This design comes from an exercise in tuning for small area, a short achievable clock period and few clock cycles per item on the open sky130 flow, not from production work. Function was not checked in any run shown here: the RTL went through the layout flow alone.

**flow/config.mk**
```make
export PLATFORM = sky130hd
export DESIGN_NAME = cpuops
export DESIGN_NICKNAME = cpuops
export VERILOG_FILES = /design/flow/design.v
export SDC_FILE = /design/flow/constraint.sdc
export NUM_CORES = 4
export LEC_CHECK = 0
export CAP_MARGIN = 20
export CORE_MARGIN = 2
export CORE_UTILIZATION = 40
export SETUP_SLACK_MARGIN = 3
export SLEW_MARGIN = 20
```
**flow/constraint.sdc**
```tcl
create_clock -name core_clock -period 10.0 [get_ports {i_clk}]
set_input_delay 2.0000 -clock core_clock [delete_from_list [all_inputs] [get_ports {i_clk}]]
set_output_delay 2.0000 -clock core_clock [all_outputs]
set_load 0.01 [all_outputs]
```
**flow/design.v**
```verilog
`default_nettype	none
module	slowmpy(i_clk, i_reset, i_stb, i_a, i_b, i_aux, o_busy,
		o_done, o_p, o_aux);
	parameter			LGNA = 6;
	parameter	[LGNA:0]	NA = 33;
	parameter	[0:0]		OPT_SIGNED = 1'b1;
	localparam	NB = NA;	 
	input	wire	i_clk, i_reset;
	input	wire	i_stb;
	input	wire	signed	[(NA-1):0]	i_a;
	input	wire	signed	[(NB-1):0]	i_b;
	input	wire				i_aux;
	output	reg				o_busy, o_done;
	output	reg	signed	[(NA+NB-1):0]	o_p;
	output	reg				o_aux;
	reg	[LGNA-1:0]	count;
	reg	[NA-1:0]	p_a;
	reg	[NB-1:0]	p_b;
	reg	[NA+NB-1:0]	partial;
	reg			aux;
	reg	almost_done;
	wire	pre_done;
	assign	pre_done = (count == 0);
	always @(posedge i_clk)
		almost_done <= (!i_reset)&&(o_busy)&&(pre_done);
	always @(posedge i_clk)
	if (i_reset)
	begin
		aux    <= 0;
		o_done <= 0;
		o_busy <= 0;
	end else if ((!o_busy)&&(i_stb))
	begin
		o_done <= 0;
		o_busy <= 1;
		aux    <= i_aux;
	end else if ((o_busy)&&(almost_done))
	begin
		o_done <= 1;
		o_busy <= 0;
	end else
		o_done <= 0;
	wire	[NA-1:0]	pwire;
	assign	pwire = (p_b[0] ? p_a : 0);
	always @(posedge i_clk)
	if (!o_busy)
	begin
		count <= NA[LGNA-1:0]-1;
		partial <= 0;
		p_a <= i_a;
		p_b <= i_b;
	end else begin
		p_b <= (p_b >> 1);
		partial[NB-2:0] <= partial[NB-1:1];
		if ((OPT_SIGNED)&&(pre_done))
			partial[NA+NB-1:NB-1] <= { 1'b0, partial[NA+NB-1:NB]} +
				{ 1'b0, pwire[NA-1], ~pwire[NA-2:0] };
		else if (OPT_SIGNED)
			partial[NA+NB-1:NB-1] <= {1'b0,partial[NA+NB-1:NB]} +
				{ 1'b0, !pwire[NA-1], pwire[NA-2:0] };
		else
			partial[NA+NB-1:NB-1] <= {1'b0, partial[NA+NB-1:NB]}
				+ ((p_b[0]) ? {1'b0,p_a} : 0);
		count <= count - 1;
	end
	always @(posedge i_clk)
	if (almost_done)
	begin
		if (OPT_SIGNED)
			o_p   <= partial[NA+NB-1:0]
				+ {1'b1,{(NA-2){1'b0}},1'b1, {(NB){1'b0}}};
		else
			o_p   <= partial[NA+NB-1:0];
		o_aux <= aux;
	end
endmodule
`default_nettype	none
module	mpyop(i_clk, i_reset, i_start, i_op, i_a, i_b, o_busy, o_last, o_next);
	parameter	ND = 6, NS = 3;
	localparam	NB = 2*ND;		 
	localparam	R  = 32 - NB*(NS-1);	 
	localparam	SW = 34 + NB;		 
	input	wire		i_clk, i_reset, i_start;
	input	wire	[1:0]	i_op;	 
	input	wire	[31:0]	i_a, i_b;
	output	wire		o_busy;	 
	output	wire		o_last;	 
	output	wire	[31:0]	o_next;	 
	genvar	i;
	reg	[NS-1:0]	stage;
	reg	[32:0]		r_a;	 
	reg	[33:0]		acc;	 
	reg	[31:0]		bsh;	 
	reg			r_sgn, r_hi;
	reg	[ND-1:0]	d_one, d_two, d_neg;	 
	always @(posedge i_clk)
	if (i_reset)
		stage <= 0;
	else
		stage <= { stage[NS-2:0], i_start };
	assign	o_busy = |stage;
	assign	o_last = stage[NS-1];
	wire	nlast = stage[NS-2];	 
	wire	ext = r_sgn & bsh[R+NB-1];	 
	wire	[NB:0]	nchunk;
	generate for(i=0; i<NB; i=i+1)
	begin : NCHUNK
		if (i < R)
			assign nchunk[i+1] = (i_start) ? i_b[i] : bsh[NB+i];
		else
			assign nchunk[i+1] = (i_start) ? i_b[i]
					: ((nlast) ? ext : bsh[NB+i]);
	end endgenerate
	assign	nchunk[0] = (i_start) ? 1'b0 : bsh[NB-1];
	generate for(i=0; i<ND; i=i+1)
	begin : ENC
		wire	bm = nchunk[2*i];
		wire	b0 = nchunk[2*i+1];
		wire	b1 = nchunk[2*i+2];
		always @(posedge i_clk)
		begin
			d_one[i] <= b0 ^ bm;
			d_two[i] <= (b1 & !b0 & !bm) | (!b1 & b0 & bm);
			d_neg[i] <= b1;
		end
	end endgenerate
	wire	[33:0]	a_x1 = { r_a[32], r_a };
	wire	[33:0]	a_x2 = { r_a, 1'b0 };
	wire	[SW-1:0]	rows	[0:ND-1];
	wire	[SW-1:0]	negs;
	generate for(i=0; i<ND; i=i+1)
	begin : BOOTH
		wire	[33:0]	pp = ((d_one[i]) ? a_x1 : 34'h0)
				| ((d_two[i]) ? a_x2 : 34'h0);
		wire	[33:0]	row = pp ^ {(34){d_neg[i]}};
		assign	rows[i] = { {(SW-34){1'b0}}, !row[33], row[32:0] } << (2*i);
		assign	negs[2*i] = d_neg[i];
		assign	negs[2*i+1] = 1'b0;
	end endgenerate
	generate for(i=2*ND; i<SW; i=i+1)
	begin : NEGZ
		assign	negs[i] = 1'b0;
	end endgenerate
	function [SW-1:0] kconst(input dummy);
		integer	j;
		begin
			kconst = 0;
			kconst = kconst - ({{(SW-1){1'b0}},1'b1} << 33);
			for(j=0; j<ND; j=j+1)
				kconst = kconst - ({{(SW-1){1'b0}},1'b1} << (33+2*j));
		end
	endfunction
	localparam	[SW-1:0]	KC = kconst(1'b0);
	wire	[33:0]	acc_in = (stage[0]) ? 34'h0 : acc;
	wire	[SW-1:0]	accx = { {(SW-34){1'b0}}, !acc_in[33], acc_in[32:0] };
	reg	[SW-1:0]	rsum;
	integer	j;
	always @(*)
	begin
		rsum = accx + negs + KC;
		for(j=0; j<ND; j=j+1)
			rsum = rsum + rows[j];
	end
	always @(posedge i_clk)
	if (i_start)
	begin
		r_a   <= { i_op[0] & i_a[31], i_a };
		bsh   <= i_b;
		r_sgn <= i_op[0];
		r_hi  <= i_op[1];
	end else
		bsh   <= { rsum[NB-1:0], bsh[31:NB] };
	always @(posedge i_clk)
		acc   <= rsum[NB+33:NB];
	assign	o_next = (r_hi) ? rsum[R+31:R] : { rsum[R-1:0], bsh[31:R] };
endmodule
`default_nettype	none
module	cpuops(i_clk,i_reset, i_stb, i_op, i_a, i_b, o_c, o_f, o_valid,
			o_busy);
	input	wire	i_clk, i_reset, i_stb;
	input	wire	[3:0]	i_op;
	input	wire	[31:0]	i_a, i_b;
	output	reg	[31:0]	o_c;
	output	wire	[3:0]	o_f;
	output	reg		o_valid;
	output	wire		o_busy;
	genvar	k;
	wire		sub = (i_op == 4'h0);
	wire	[32:0]	sum = { 1'b0, i_a } + { 1'b0, i_b ^ {(32){sub}} }
				+ { 32'h0, sub };
	wire		c_add = sum[32] ^ sub;
	wire	[31:0]	a_rev, b_rev;
	generate for(k=0; k<32; k=k+1)
	begin : REV
		assign	a_rev[k] = i_a[31-k];
		assign	b_rev[k] = i_b[31-k];
	end endgenerate
	wire		lsl  = (i_op[1:0] == 2'b10);	 
	wire		fill = (i_op[1:0] == 2'b11) & i_a[31];
	wire		big  = (|i_b[31:6]) || (i_b[5] && (i_b[4:0] != 0));
	wire	[32:0]	sh_in = { (lsl) ? a_rev : i_a, 1'b0 };
	wire	signed	[33:0]	sh_x = { fill, sh_in };
	wire	[33:0]	sh_y = sh_x >>> i_b[4:0];
	wire	[32:0]	sh_r = (big) ? {(33){fill}}
				: ((i_b[5]) ? { {(32){fill}}, sh_in[32] } : sh_y[32:0]);
	wire	[31:0]	sh_rev;
	generate for(k=0; k<32; k=k+1)
	begin : SREV
		assign	sh_rev[k] = sh_r[32-k];
	end endgenerate
	reg	c, pre_sign, set_ovfl, keep_sgn_on_ovfl;
	wire	this_is_a_multiply_op;
	assign	this_is_a_multiply_op = (i_stb)&&((i_op[3:1]==3'h5)||(i_op[3:0]==4'hc));
	wire		mpybusy, mpylast;
	wire	[31:0]	mpy_next;
	mpyop	thempy(i_clk, i_reset, this_is_a_multiply_op, i_op[1:0],
		i_a, i_b, mpybusy, mpylast, mpy_next);
	reg	[31:0]	alu;
	reg		alu_c;
	always @(*)
	begin
		alu_c = 1'b0;
		case(i_op)
		4'h0: begin alu = sum[31:0]; alu_c = c_add; end
		4'h1: alu = i_a & i_b;
		4'h2: begin alu = sum[31:0]; alu_c = c_add; end
		4'h3: alu = i_a | i_b;
		4'h4: alu = i_a ^ i_b;
		4'h5: begin alu = sh_r[32:1]; alu_c = sh_r[0]; end
		4'h6: begin alu = sh_rev;     alu_c = sh_r[0]; end
		4'h7: begin alu = sh_r[32:1]; alu_c = sh_r[0]; end
		4'h8: alu = b_rev;
		4'h9: alu = { i_a[31:16], i_b[15:0] };
		default: alu = i_b;
		endcase
	end
	always @(posedge i_clk)
	begin
		pre_sign <= i_a[31];
		c <= i_stb & alu_c;
		set_ovfl <= i_stb && (((i_op==4'h0)&&(i_a[31] != i_b[31]))
			||((i_op==4'h2)&&(i_a[31] == i_b[31]))
			||(i_op == 4'h6)
			||(i_op == 4'h5));
		keep_sgn_on_ovfl <= i_stb &&
			(((i_op==4'h0)&&(i_a[31] != i_b[31]))
			||((i_op==4'h2)&&(i_a[31] == i_b[31])));
		o_c <= (i_stb) ? alu : mpy_next;
	end
	assign	o_busy = mpybusy;
	wire	z = (o_c == 32'h0000);
	wire	n = (o_c[31]);
	wire	v = (set_ovfl)&&(pre_sign != o_c[31]);
	wire	vx = (keep_sgn_on_ovfl)&&(pre_sign != o_c[31]);
	assign	o_f = { v, n^vx, c, z };
	always @(posedge i_clk)
	if (i_reset)
		o_valid <= 1'b0;
	else
		o_valid <=((i_stb)&&(!this_is_a_multiply_op))||(mpylast);
endmodule
```
**flow/flow/run.sh**
```bash
#!/bin/bash
# The standard layout, with timing repair free to resize the port buffers
# (MATCH_CELL_FOOTPRINT=0). Each tool's output goes to its own log here.
set -euo pipefail
bash standard.sh MATCH_CELL_FOOTPRINT=0 finish > standard_flow.log 2>&1
```
**flow/standard.sh**
```bash
#!/bin/bash
# synth_recipe.tcl (not shown) runs the flow's synth.tcl, then flattens the netlist and writes it again
# the make line also repeats each setting of config.mk as NAME=value (left out here)
make -C /OpenROAD-flow-scripts/flow DESIGN_CONFIG=/design/flow/config.mk WORK_HOME=/design/flow/orfs CLKGATE_MAP_FILE= SYNTH_SCRIPT=/design/flow/synth_recipe.tcl "${@:-finish}"
```
==> results.cfg, run 1 <==
[placed_design]
hpwl_um = 75000
placed_area_um2 = 24400
dp_cells = 3391
portBuffers = 108
gp_congestion = 1.02

[synth]
synth_ff_type = dfxtp_1
synth_area_leaders = fa_1 (14%), ha_1 (10%), dfxtp_1 (10%), xnor2_1 (8.7%), a22oi_1 (7.5%)
synth.distinct_cells = 81
netlist_area_um2 = 22700
seq_area_frac_synth_pct = 14.8
synth_fp_nets = 3096
synth_edf_count = 35
synthArstFlopShare_pct = 0
synth_area_leader_cell = fa_1
synth.ff_latch_count = 151
synth_area_per_cell_um2 = 8.47
synth_cells = 2682
yosys_warnings = 2
yosys.area.top_type_share_pct = 13.7

[cts]
htree_levels = 4
clock_sinks = 151
clk_pin_slew_ns = 0.07
cts_buffer_depth = 2
ctsRootBufferMaster = clkbuf_16
cts-buffers-inserted = 17
cts_tree = done
clkLatencyLatePin_ns = 0.44
hold_buffers = 0

[grt]
grt_max_degree = 70
grt_pass1_vias = 21800
grt_pass1_wl_um = 145000
overflow = 0
antenna_found_initial = 6
grtUsageTotal_pct = 32.8

[sta]
rsz0062_at_grt = yes
maxSlewHeadroom_pct = 26.1
fmax_mhz = 147
finalCritPeriodShare_pct = 68.0
tns_ns = 0
skew_ns = 0.0153
final-setup-viol-count = 0
hold_violations = 0
fin_crit_ns = 6.80
slew_violations = 0
worst_pin_slew_ns = 1.10

[hold_path]
holdPathStages = 2
worst_hold_startpoint = thempy.bsh[31]$_DFF_P_
hold_path_class = flip-flop to flip-flop
min_to = thempy.bsh[19]$_DFF_P_

[job]
drv_cap = 0

[floorplan]
design.core.area_um2 = 56300
start_util_pct = 40.4
num_io_pins = 109
die_w_um = 242
dieArea_um2 = 58700
rows = 87
die_h_um = 242

[finish]
fin_cells = 3437
design_area_um2 = 25700
finalNetCount = 3082
post-route-util_pct = 45.6
area_delta_synth_final_pct = 13.0
n_antenna_cell = 0
drive_gt1_share_pct = 9.47

[drt]
final_antenna_net_count = 0
drt-total-wl_um = 97800
vias = 22000
drt_pass1_iterations = 7
drc = 0
drt_iter0_drc = 2462
wl_per_cell_um = 28.5
viasPerCell = 6.39

[setup_path]
crit_path_max_fanout = 9
required_ns = 10.33
cp-start-kind = flip-flop
path_class = flip-flop to flip-flop
arrival_ns = 7.13
r2r-start = thempy.stage[0]$_SDFF_PP0_
worst-r2r-cell-count = 27
reg2reg_to = o_c[22]$_DFF_P_
regToRegSetupSlack_ns = 3.20
cp-end-kind = flip-flop

[run_status]
status = timing/DRC/antenna clean
how the worst max path moves through the flow:
stage                          startpoint                     end  cells after the start
2_1_floorplan  thempy.stage[0]$_SDFF_PP0_  thempy.acc[31]$_DFF_P_                     30
4_1_cts        thempy.stage[0]$_SDFF_PP0_         o_c[27]$_DFF_P_                     27
3_5_place_dp   thempy.stage[0]$_SDFF_PP0_         o_c[29]$_DFF_P_                     27
5_1_grt        thempy.stage[0]$_SDFF_PP0_         o_c[29]$_DFF_P_                     28
3_3_place_gp   thempy.stage[0]$_SDFF_PP0_         o_c[24]$_DFF_P_                     26
6_report       thempy.stage[0]$_SDFF_PP0_         o_c[22]$_DFF_P_                     27
cells in the mapped netlist (all sizes together), types with 9 or more instances:
library cell,number
nor2b,31
o2111ai,15
a211oi,27
ha,187
nand3,33
o211ai,22
and3,20
nor2,116
a31oi,17
xnor2,226
buf,39
fa,156
o21ai,128
mux2,9
a21oi,167
a31o,11
o22ai,18
edfxtp,35
mux4,36
nor3,20
nand2,211
a221oi,23
and2,17
xor2,113
mux2i,54
nand4,19
inv,214
a21o,31
nor4,19
a22oi,228
o21a,15
nand2b,13
clkbuf,175
or3,11
dfxtp,116
layout make-up:
| cell class | count | area [um^2] |
|---|---|---|
| clock buffers | 20 | 479 |
| clock inverters | 12 | 101 |
| fillers | 5552 | 30600 |
| inverters | 216 | 811 |
| multi-input cells | 2101 | 18300 |
| flip-flops and latches | 151 | 3390 |
| well taps | 756 | 946 |
| repair buffers | 181 | 1650 |
worst max-delay path, stage by stage, from the launching register on:
cell      delay (ns)
dfxtp_4         0.39
nor2b_2         0.05
ha_2            0.19
buf_4           0.13
a31o_4          0.22
a41o_1          0.19
a31o_2          0.23
a31o_4          0.26
a31o_4          0.24
and2_1          0.15
nand4_1         0.12
xnor2_1         0.13
nand2_1         0.11
fa_2            0.59
fa_1            0.40
inv_1           0.08
fa_2            0.43
fa_2            0.57
ha_4            0.23
a21o_1          0.20
a21o_1          0.19
a21oi_2         0.17
o22ai_1         0.12
or4_1           0.43
o22ai_2         0.17
xnor2_1         0.27
nand2_1         0.13
a211oi_2        0.30
registers in the layout (all words and copies together), names as in the netlist:
name and count:
thempy.stage 3, thempy.r_sgn 1, o_valid 1, o_c 32, c 1, thempy.d_one 6
keep_sgn_on_ovfl 1, thempy.bsh 28, thempy.acc 34, thempy.d_neg 2, pre_sign 1, thempy.r_a 33
set_ovfl 1, thempy.r_hi 1, thempy.d_two 6
layout by cell type, fill, tap and decap left out, types with 22 or more instances in the layout:
cell type / instances
a22oi_1: 227
xnor2_1: 224
inv_1: 212
nand2_1: 209
ha_1: 168
a21oi_1: 161
fa_1: 153
nor2_1: 114
xor2_1: 113
dfxtp_1: 107
clkdlybuf4s50_1: 107
o21ai_0: 97
buf_4: 69
mux2i_1: 52
mux4_2: 36
edfxtp_1: 35
nand3_1: 31
a21o_1: 31
o21ai_1: 28
nor2b_1: 25
a211oi_1: 24
o211ai_1: 22
a221oi_1: 22
per-layer routing:
metal	vias to the layer above	part of all wire, %	routed length [um]	GRT usage, %
met5	-	0.013	13	0.490
met4	2	6.7	6580	18.8
met3	259	8.9	8710	4.77
met2	1288	44	43000	50.5
met1	10900	40	39500	43.8
li1	9509	-	-	-
per-stage QoR:
step,hold WS (ns),setup slack [ns]
floorplan,0.417,3.07
global placement,0.445,2.03
global route,0.490,2.96
CTS,0.472,3.00
finish,0.481,3.20
detailed placement,0.455,1.96
kinds of logic after synthesis:
| group | Yosys count | share of synthesized area [%] |
|---|---|---|
| AND/OR/NAND/NOR | 535 | 11.1 |
| XOR/XNOR | 339 | 13.1 |
| buffers and inverters | 430 | 7.22 |
| multiplexers | 99 | 6.39 |
| flip-flops | 151 | 14.8 |
| adder cells (fa/ha/maj) | 343 | 24.0 |
| AO/OA/AOI/OAI | 785 | 23.4 |
repair_timing:
item	in CTS	in global routing
resized for setup	47	72
setup endpoints to repair	43	27
pin swaps	6	36
buffers inserted	4	10
==> run 2, diff against run 1 <==
--- a/flow/config.mk
+++ b/flow/config.mk
@@ -8,5 +8,5 @@
 export CAP_MARGIN = 20
 export CORE_MARGIN = 2
 export CORE_UTILIZATION = 40
-export SETUP_SLACK_MARGIN = 3
+export SETUP_SLACK_MARGIN = 4.5
 export SLEW_MARGIN = 20
==> run 2 against run 1 <==
Hold slack worse by 0.018 ns. Final area is 7.8% higher. Maximum frequency about the same. Count of clock-buffer cells in the layout up 1. Non-clock buffer count is 85 higher. Synthesized cell count unchanged. Die area did not move. Register-to-register slack barely moved. Wire length increased by 4.0%. Setup slack barely moved. Largest cell class unchanged.
==> results.cfg, run 2 <==
[cts]
cts_tree = done
clkLatencyLatePin_ns = 0.46
htree_levels = 4
hold_buffers = 0
cts_buffer_depth = 2
cts-buffers-inserted = 17
clock_sinks = 151
ctsRootBufferMaster = clkbuf_16
clk_pin_slew_ns = 0.07

[finish]
post-route-util_pct = 49.2
reg.largest.list = thempy.acc: 34 flops, thempy.r_a: 33 flops, o_c: 32 flops
mostFrequentLayoutCells = a22oi_1 (227), nand2_1 (205), inv_1 (204)
fin_cells = 3523
mostFrequentLayoutCell = a22oi_1
top_register = thempy.acc
area_delta_synth_final_pct = 21.8
largest_register_ffs = 34
design_area_um2 = 27700
n_antenna_cell = 0
drive_gt1_share_pct = 17.3
finalNetCount = 3168

[sta]
finalCritPeriodShare_pct = 68.0
tns_ns = 0
skew_ns = 0.0185
hold_violations = 0
worst_pin_slew_ns = 1.22
rsz0062_at_grt = yes
fin_crit_ns = 6.80
fmax_mhz = 147
maxSlewHeadroom_pct = 18.8
slew_violations = 0
final-setup-viol-count = 0

[setup_path]
worst-r2r-cell-count = 31
cp-end-kind = flip-flop
slowest_delay_ns = 0.51
required_ns = 10.37
regToRegSetupSlack_ns = 3.20
r2r-start = thempy.stage[0]$_SDFF_PP0_
crit_start = thempy.stage[0]$_SDFF_PP0_
slowest_stage = fa_1
path_class = flip-flop to flip-flop
cp-start-kind = flip-flop
arrival_ns = 7.17
critical_path.most_common_cell = fa_1
reg2reg_to = thempy.acc[32]$_DFF_P_
crit_path_max_fanout = 5

[placed_design]
dp_cells = 3391
placed_area_um2 = 24700
gp_congestion = 1.01
hpwl_um = 74100
portBuffers = 108

[synth]
synth.ff_latch_count = 151
synth_area_leaders = fa_1 (14%), ha_1 (10%), dfxtp_1 (10%), xnor2_1 (8.7%), a22oi_1 (7.5%)
synth.distinct_cells = 81
synth_cells = 2682
seq_area_frac_synth_pct = 14.8
synth_ff_type = dfxtp_1
synth_most_common_cell = a22oi_1
synth_fp_nets = 3096
synth_area_per_cell_um2 = 8.47
synth_edf_count = 35
synth_area_leader_cell = fa_1
netlist_area_um2 = 22700
synthArstFlopShare_pct = 0
yosys.area.top_type_share_pct = 13.7
yosys_warnings = 2
ys_top_cells_by_count = a22oi_1 (227), xnor2_1 (226), inv_1 (212)

[drt]
wl_per_cell_um = 28.9
drt_pass1_iterations = 5
vias = 22600
final_antenna_net_count = 0
drt-total-wl_um = 102000
viasPerCell = 6.40
drc = 0
drt_iter0_drc = 2721

[floorplan]
start_util_pct = 40.4
dieArea_um2 = 58700
die_w_um = 242
design.core.area_um2 = 56300
num_io_pins = 109
rows = 87
die_h_um = 242

[grt]
antenna_found_initial = 6
grtUsageTotal_pct = 33.4
grt_pass1_vias = 22000
overflow = 0
grt_max_degree = 71
grt_pass1_wl_um = 147000

[hold_path]
hold_path_class = flip-flop to flip-flop
min_to = thempy.bsh[18]$_DFF_P_
worst_hold_startpoint = thempy.bsh[30]$_DFF_P_
holdPathStages = 2

[job]
drv_cap = 0

[run_status]
status = timing/DRC/antenna clean
run 2: repair_timing:
| action | in CTS | in global routing |
|---|---|---|
| endpoints found under the setup margin | 70 | 68 |
| resized for setup | 173 | 130 |
| cloned | 3 | 2 |
| buffers inserted | 44 | 51 |
| pin swaps | 67 | 76 |
run 2: worst max path at each step:
| stage | to | slack [ns] | depth (start not counted) |
|---|---|---|---|
| finish | thempy.acc[32]$_DFF_P_ | 3.20 | 31 |
| global route | thempy.acc[32]$_DFF_P_ | 3.01 | 31 |
| CTS | o_c[27]$_DFF_P_ | 3.21 | 29 |
| detailed placement | o_c[29]$_DFF_P_ | 2.27 | 27 |
| global placement | o_c[29]$_DFF_P_ | 2.41 | 25 |
| floorplan | thempy.acc[31]$_DFF_P_ | 3.46 | 31 |
run 2: stage by stage:
step | hold WS, ns | setup WS (ns)
final | 0.462 | 3.20
after global routing | 0.476 | 3.01
after CTS | 0.462 | 3.21
after detailed placement | 0.445 | 2.27
after global placement | 0.448 | 2.41
after floorplan | 0.417 | 3.46
run 2: per-layer routing:
layer  up-vias  wire length (um)  share of wire (%)  global-route usage [%]
met1     11100             40000                 39                    43.4
met4         4              7170                7.1                    19.6
met2      1428             45100                 44                    52.0
li1       9686                 -                  -                       -
met3       297              9360                9.2                    5.64
met5         -                19              0.019                   0.327
run 2: worst max-delay path, delay by kind of cell (launching register included):
kind                     cells  cell delay (ns)
adder cells (fa/ha/maj)      6             2.47
buffers and inverters        7             0.53
flip-flops                   1             0.40
AND/OR/NAND/NOR              6             1.10
XOR/XNOR                     2             0.31
AO/OA/AOI/OAI               10             1.91
run 2: cells by family after synthesis:
group | share of synthesized area, %
AO/OA/AOI/OAI | 23.4
XOR/XNOR | 13.1
adder cells (fa/ha/maj) | 24.0
buffers and inverters | 7.22
flip-flops | 14.8
multiplexers | 6.39
AND/OR/NAND/NOR | 11.1
run 2: layout make-up:
class,count,area [um^2]
clock buffers,21,493
flip-flops and latches,151,3390
repair inverters,1,5.00
well taps,756,946
repair buffers,266,2550
inverters,216,821
multi-input cells,2101,19400
clock inverters,11,86.3
fillers,5277,28600

port drivers added, routing unchanged:
In the flow no input, the clock included, has a driving cell. The finished layouts below were timed again as built, in two steps.
Step 1 assumes that a clkbuf_16 drives the clock port and a buf_2 every other input.
Step 2 also shifts input and output timing later by t, the mid clock arrival at the registers, as if the neighbouring blocks saw the same clock.
Slacks: ideal ports / drivers / drivers and shift; pairs: ideal ports / drivers.
| run | shift t [ns] | setup WS [ns] | slew at the worst register clock pin (ns) | worst slew at a driven data input, ns |
|---|---|---|---|---|
| run 1 | 0.486 | 3.196 / 3.196 / 3.082 | 0.08 / 0.08 | 0.04 |
| run 2 | 0.495 | 3.195 / 3.195 / 3.195 | 0.08 / 0.08 | 0.04 |
After both steps setup and hold are still met in every run listed. The setup slack of run 1, which loses most, moves by 0.000 ns with the drivers and by -0.114 ns with both steps.
